Source: an optimization exercise on an open RTL-to-GDS flow (aim: small area). Production flows keep margins and buffers that such runs may drop. In this exercise RTL edits were held to simulation tests only and were not proved equivalent to the original.

v45:
// comparator_latch
module comparator_latch #
(
  parameter n_to_response_time = -1038,
  parameter p_to_response_time = -1020,
  parameter const_response_time = 1285,
  parameter n_to_tau = -1248,
  parameter p_to_tau = 1037,
  parameter const_tau = 1042,
  parameter n_to_response_time_lh = -1752,
  parameter p_to_response_time_lh = -1006,
  parameter const_response_time_lh = 1185,
  parameter n_to_tau_lh = 1131,
  parameter p_to_tau_lh = -1115,
  parameter const_tau_lh = 1529
)
(
  input clk,
  input reset,
  input sys_clk,
  input [15-1:0] n,
  input [15-1:0] p,
  output [35-1:0] out
);
Size in the first run: about 400 cells after synthesis, ~5 flip-flops.
export LEC_CHECK = 0
export ABC_AREA = 1
export CAP_MARGIN = 20
export CORE_MARGIN = 2
export CORE_UTILIZATION = 40
export CTS_BUF_LIST = sky130_fd_sc_hd__clkbuf_2
export SLEW_MARGIN = 20
export SYNTH_HIERARCHICAL = 1
export SYNTH_MINIMUM_KEEP_SIZE = 0
create_clock -name core_clock -period 26.0 [get_ports {clk}]
standard.sh (not shown) runs the stock make flow with config.mk's settings and CLKGATE_MAP_FILE= SYNTH_SCRIPT=/design/flow/synth_recipe.tcl, a recipe that flattens the netlist after the stock synthesis.
==> flow/flow/run.sh <==
#!/bin/bash
# The standard layout, with three changes:
#  - ABC maps the logic for area only (map -a, no buffering or upsizing), from a copy of
#    ORFS's scripts whose abc_area.script is replaced (ABC_AREA is 1 in config.mk);
#  - the port buffers are made from the smallest buffer cell;
#  - the constant outputs share one tie cell instead of one tie cell each.
set -euo pipefail
rm -rf scripts_area
cp -r "$FLOW_HOME/scripts" scripts_area
printf 'strash\ndch\nmap -a\ntopo\nstime -c\ndnsize -c\n' > scripts_area/abc_area.script
bash standard.sh "SCRIPTS_DIR=$PWD/scripts_area" \
  "BUFFER_PORTS_ARGS=-buffer_cell sky130_fd_sc_hd__buf_1" \
  SKIP_REPAIR_TIE_FANOUT=1 finish > make_finish.log 2>&1
Edits applied to the flow inputs when going from v45 to v53:
- CORE_UTILIZATION now 60, was 40
==> run summary <==
Each of the runs, namely v45 and v53, reached the end of the flow and came out clean. Reported for v45 and v53, share of cells above drive strength 1 turned out identical to the last digit. As far as simple-gate share of the synthesized area goes, v45 and v53 are indistinguishable; the numbers are identical. Synthesis-to-layout area growth (v53 over v45): decrease, 1.3 points. Per the comparison of v53 with v45, share of the clock period used by the worst path lost 0.40 points, achievable frequency increased about 0.5%, post-route core utilization picked up an extra 21 points, setup slack went up by 100 ps.
Setup changes, v53 to v37
- CORE_UTILIZATION now 40, was 60
==> flow/flow/run.sh <==
#!/bin/bash
# The standard layout, with two changes:
#  - ABC maps the logic for area only (map -a, no buffering or upsizing), from a copy of
#    ORFS's scripts whose abc_area.script is replaced (ABC_AREA is 1 in config.mk);
#  - the port buffers are made from the smallest buffer cell.
set -euo pipefail
rm -rf scripts_area
cp -r "$FLOW_HOME/scripts" scripts_area
printf 'strash\ndch\nmap -a\ntopo\nstime -c\ndnsize -c\n' > scripts_area/abc_area.script
bash standard.sh "SCRIPTS_DIR=$PWD/scripts_area" \
  "BUFFER_PORTS_ARGS=-buffer_cell sky130_fd_sc_hd__buf_1" finish > make_finish.log 2>&1
## What came out
- The faster design of the two is v53; v37 tops out lower.
- Via count of v37 exceeds that of v53 slightly.


== run a ==
comparator_latch, a different RTL version from the one above (not shown whole).
Size: ~68 I/O pins, about 3800 µm² of cells after synthesis.
Settings: LEC_CHECK=0, ABC_AREA=1, CAP_MARGIN=20, CORE_MARGIN=2, CORE_UTILIZATION=40, CTS_BUF_LIST=sky130_fd_sc_hd__clkbuf_2, SLEW_MARGIN=20, SYNTH_HIERARCHICAL=1, SYNTH_MINIMUM_KEEP_SIZE=0; clock period 26.0 ns.
==> flow/flow/run.sh <==
#!/bin/bash
set -euo pipefail
bash standard.sh "BUFFER_PORTS_ARGS=-buffer_cell sky130_fd_sc_hd__buf_1" finish > make_finish.log 2>&1
diff inputs: run a => run b
==> flow/flow/run.sh <==
#!/bin/bash
# The standard layout, with two changes:
#  - ABC maps the logic for area only (map -a, no buffering or upsizing), from a copy of
#    ORFS's scripts whose abc_area.script is replaced (ABC_AREA is 1 in config.mk);
#  - the port buffers are made from the smallest buffer cell.
set -euo pipefail
rm -rf scripts_area
cp -r "$FLOW_HOME/scripts" scripts_area
printf 'strash\ndch\nmap -a\ntopo\nstime -c\ndnsize -c\n' > scripts_area/abc_area.script
bash standard.sh "SCRIPTS_DIR=$PWD/scripts_area" \
  "BUFFER_PORTS_ARGS=-buffer_cell sky130_fd_sc_hd__buf_1" finish > make_finish.log 2>&1
## What came out
Fraction of layout cells with a size suffix above 1, run b and run a: lower on run b
Against run a, global-route wire length before repair in run b fell by a few percent.
Number of cells after detailed placement: run b vs run a down 76
Summary — ratio of routed vias to standard cells, run b relative to run a: higher, by about 4.6%.
On hold slack, run a beats run b.
When the final numbers for run b and run a were put side by side, the worst setup slack after layout turned out to be greater in run a.
Run b vs run a — final instance area dropped by a few percent


RTL: one of the versions met above, not the one the previous note started from.
Size: ~400 cells after synthesis, ~5 flip-flops, roughly 0.0031 mm² of cells after synthesis.
// comparator_latch
module comparator_latch #
(
  parameter n_to_response_time = -1038,
  parameter p_to_response_time = -1020,
  parameter const_response_time = 1285,
  parameter n_to_tau = -1248,
  parameter p_to_tau = 1037,
  parameter const_tau = 1042,
  parameter n_to_response_time_lh = -1752,
  parameter p_to_response_time_lh = -1006,
  parameter const_response_time_lh = 1185,
  parameter n_to_tau_lh = 1131,
  parameter p_to_tau_lh = -1115,
  parameter const_tau_lh = 1529
)
(
  input clk,
  input reset,
  input sys_clk,
  input [15-1:0] n,
  input [15-1:0] p,
  output [35-1:0] out
);
==> flow/config.mk <==
export PLATFORM = sky130hd
export DESIGN_NAME = comparator_latch
export DESIGN_NICKNAME = comparator_latch
export VERILOG_FILES = /design/flow/design.v
export SDC_FILE = /design/flow/constraint.sdc
export NUM_CORES = 4
export LEC_CHECK = 0
export ABC_AREA = 1
export CAP_MARGIN = 20
export CORE_MARGIN = 2
export CORE_UTILIZATION = 40
export CTS_BUF_LIST = sky130_fd_sc_hd__clkbuf_1
export SLEW_MARGIN = 20
export SYNTH_HIERARCHICAL = 1
export SYNTH_MINIMUM_KEEP_SIZE = 0
==> flow/constraint.sdc <==
create_clock -name core_clock -period 26.0 [get_ports {clk}]
set_input_delay 5.2000 -clock core_clock [delete_from_list [all_inputs] [get_ports {clk}]]
set_output_delay 5.2000 -clock core_clock [all_outputs]
set_load 0.01 [all_outputs]
==> flow/flow/run.sh <==
#!/bin/bash
# The standard layout, with three changes:
#  - ABC maps the logic for area only (map -a, no buffering or upsizing), from a copy of
#    ORFS's scripts whose abc_area.script is replaced (ABC_AREA is 1 in config.mk);
#  - the port buffers are made from the smallest buffer cell;
#  - the constant outputs share one tie cell instead of one tie cell each.
set -euo pipefail
rm -rf scripts_area
cp -r "$FLOW_HOME/scripts" scripts_area
printf 'strash\ndch\nmap -a\ntopo\nstime -c\ndnsize -c\n' > scripts_area/abc_area.script
bash standard.sh "SCRIPTS_DIR=$PWD/scripts_area" \
  "BUFFER_PORTS_ARGS=-buffer_cell sky130_fd_sc_hd__buf_1" \
  SKIP_REPAIR_TIE_FANOUT=1 finish > make_finish.log 2>&1
Next try:
--- a/flow/config.mk
+++ b/flow/config.mk
@@ -11,4 +11,5 @@
 export CORE_UTILIZATION = 40
 export CTS_BUF_LIST = sky130_fd_sc_hd__clkbuf_1
+export GPL_TIMING_DRIVEN = 0
 export SLEW_MARGIN = 20
 export SYNTH_HIERARCHICAL = 1
The changed run completed without violations.
Sequential share of layout area goes down by 0.24 points.
Worst setup slack gets worse by 0.087 ns.
Cell area goes up by a little under a tenth.
Next try:
--- a/flow/config.mk
+++ b/flow/config.mk
@@ -9,7 +9,6 @@
 export CAP_MARGIN = 20
 export CORE_MARGIN = 2
-export CORE_UTILIZATION = 40
-export CTS_BUF_LIST = sky130_fd_sc_hd__clkbuf_1
-export GPL_TIMING_DRIVEN = 0
+export CORE_UTILIZATION = 25
+export CTS_BUF_LIST = sky130_fd_sc_hd__clkbuf_2
 export SLEW_MARGIN = 20
 export SYNTH_HIERARCHICAL = 1
Effect: The new run passed the timing, design-rule and antenna checks. Wire length is about the same. Via count goes down by a few percent. Worst setup slack barely changes. Die area goes up by well over a third. First-iteration DRC count goes down by a few percent.

-- re-timing with driven ports --
No port has a modelled driver above. Below, the same layouts with a new extraction and two added sets of constraints.
Step 1 sets driving cells, clkbuf_16 on the clock port and buf_2 on the other inputs (assumed; they add their load-dependent delay and slew).
Step 2 also shifts input and output timing later by t, the mid clock arrival at the registers, as if the neighbouring blocks saw the same clock.
Three values: ideal, step 1, step 2; two values: the first two.
| run | t, ns | setup WS [ns] | worst slew at a driven data input, ns |
|---|---|---|---|
| v45 | 0.233 | 5.195 / 5.188 / 4.955 | 0.04 |
| v53 | 0.225 | 5.300 / 5.288 / 5.063 | 0.03 |
| v37 | 0.235 | 5.148 / 5.142 / 4.906 | 0.04 |
| run a | 0.228 | 2.957 / 2.951 / 2.723 | 0.03 |
| run b | 0.236 | 2.298 / 2.291 / 2.055 | 0.03 |
| the first run of note 3 | 0.260 | 5.230 / 5.223 / 4.963 | 0.04 |
| the second run of note 3 | 0.285 | 5.143 / 5.137 / 4.852 | 0.03 |
| the third run of note 3 | 0.233 | 5.145 / 5.143 / 4.910 | 0.05 |
After both steps setup and hold are still met in every run listed. The setup slack of the second run of note 3, which loses most, moves by -0.006 ns with the drivers and by -0.291 ns with both steps.
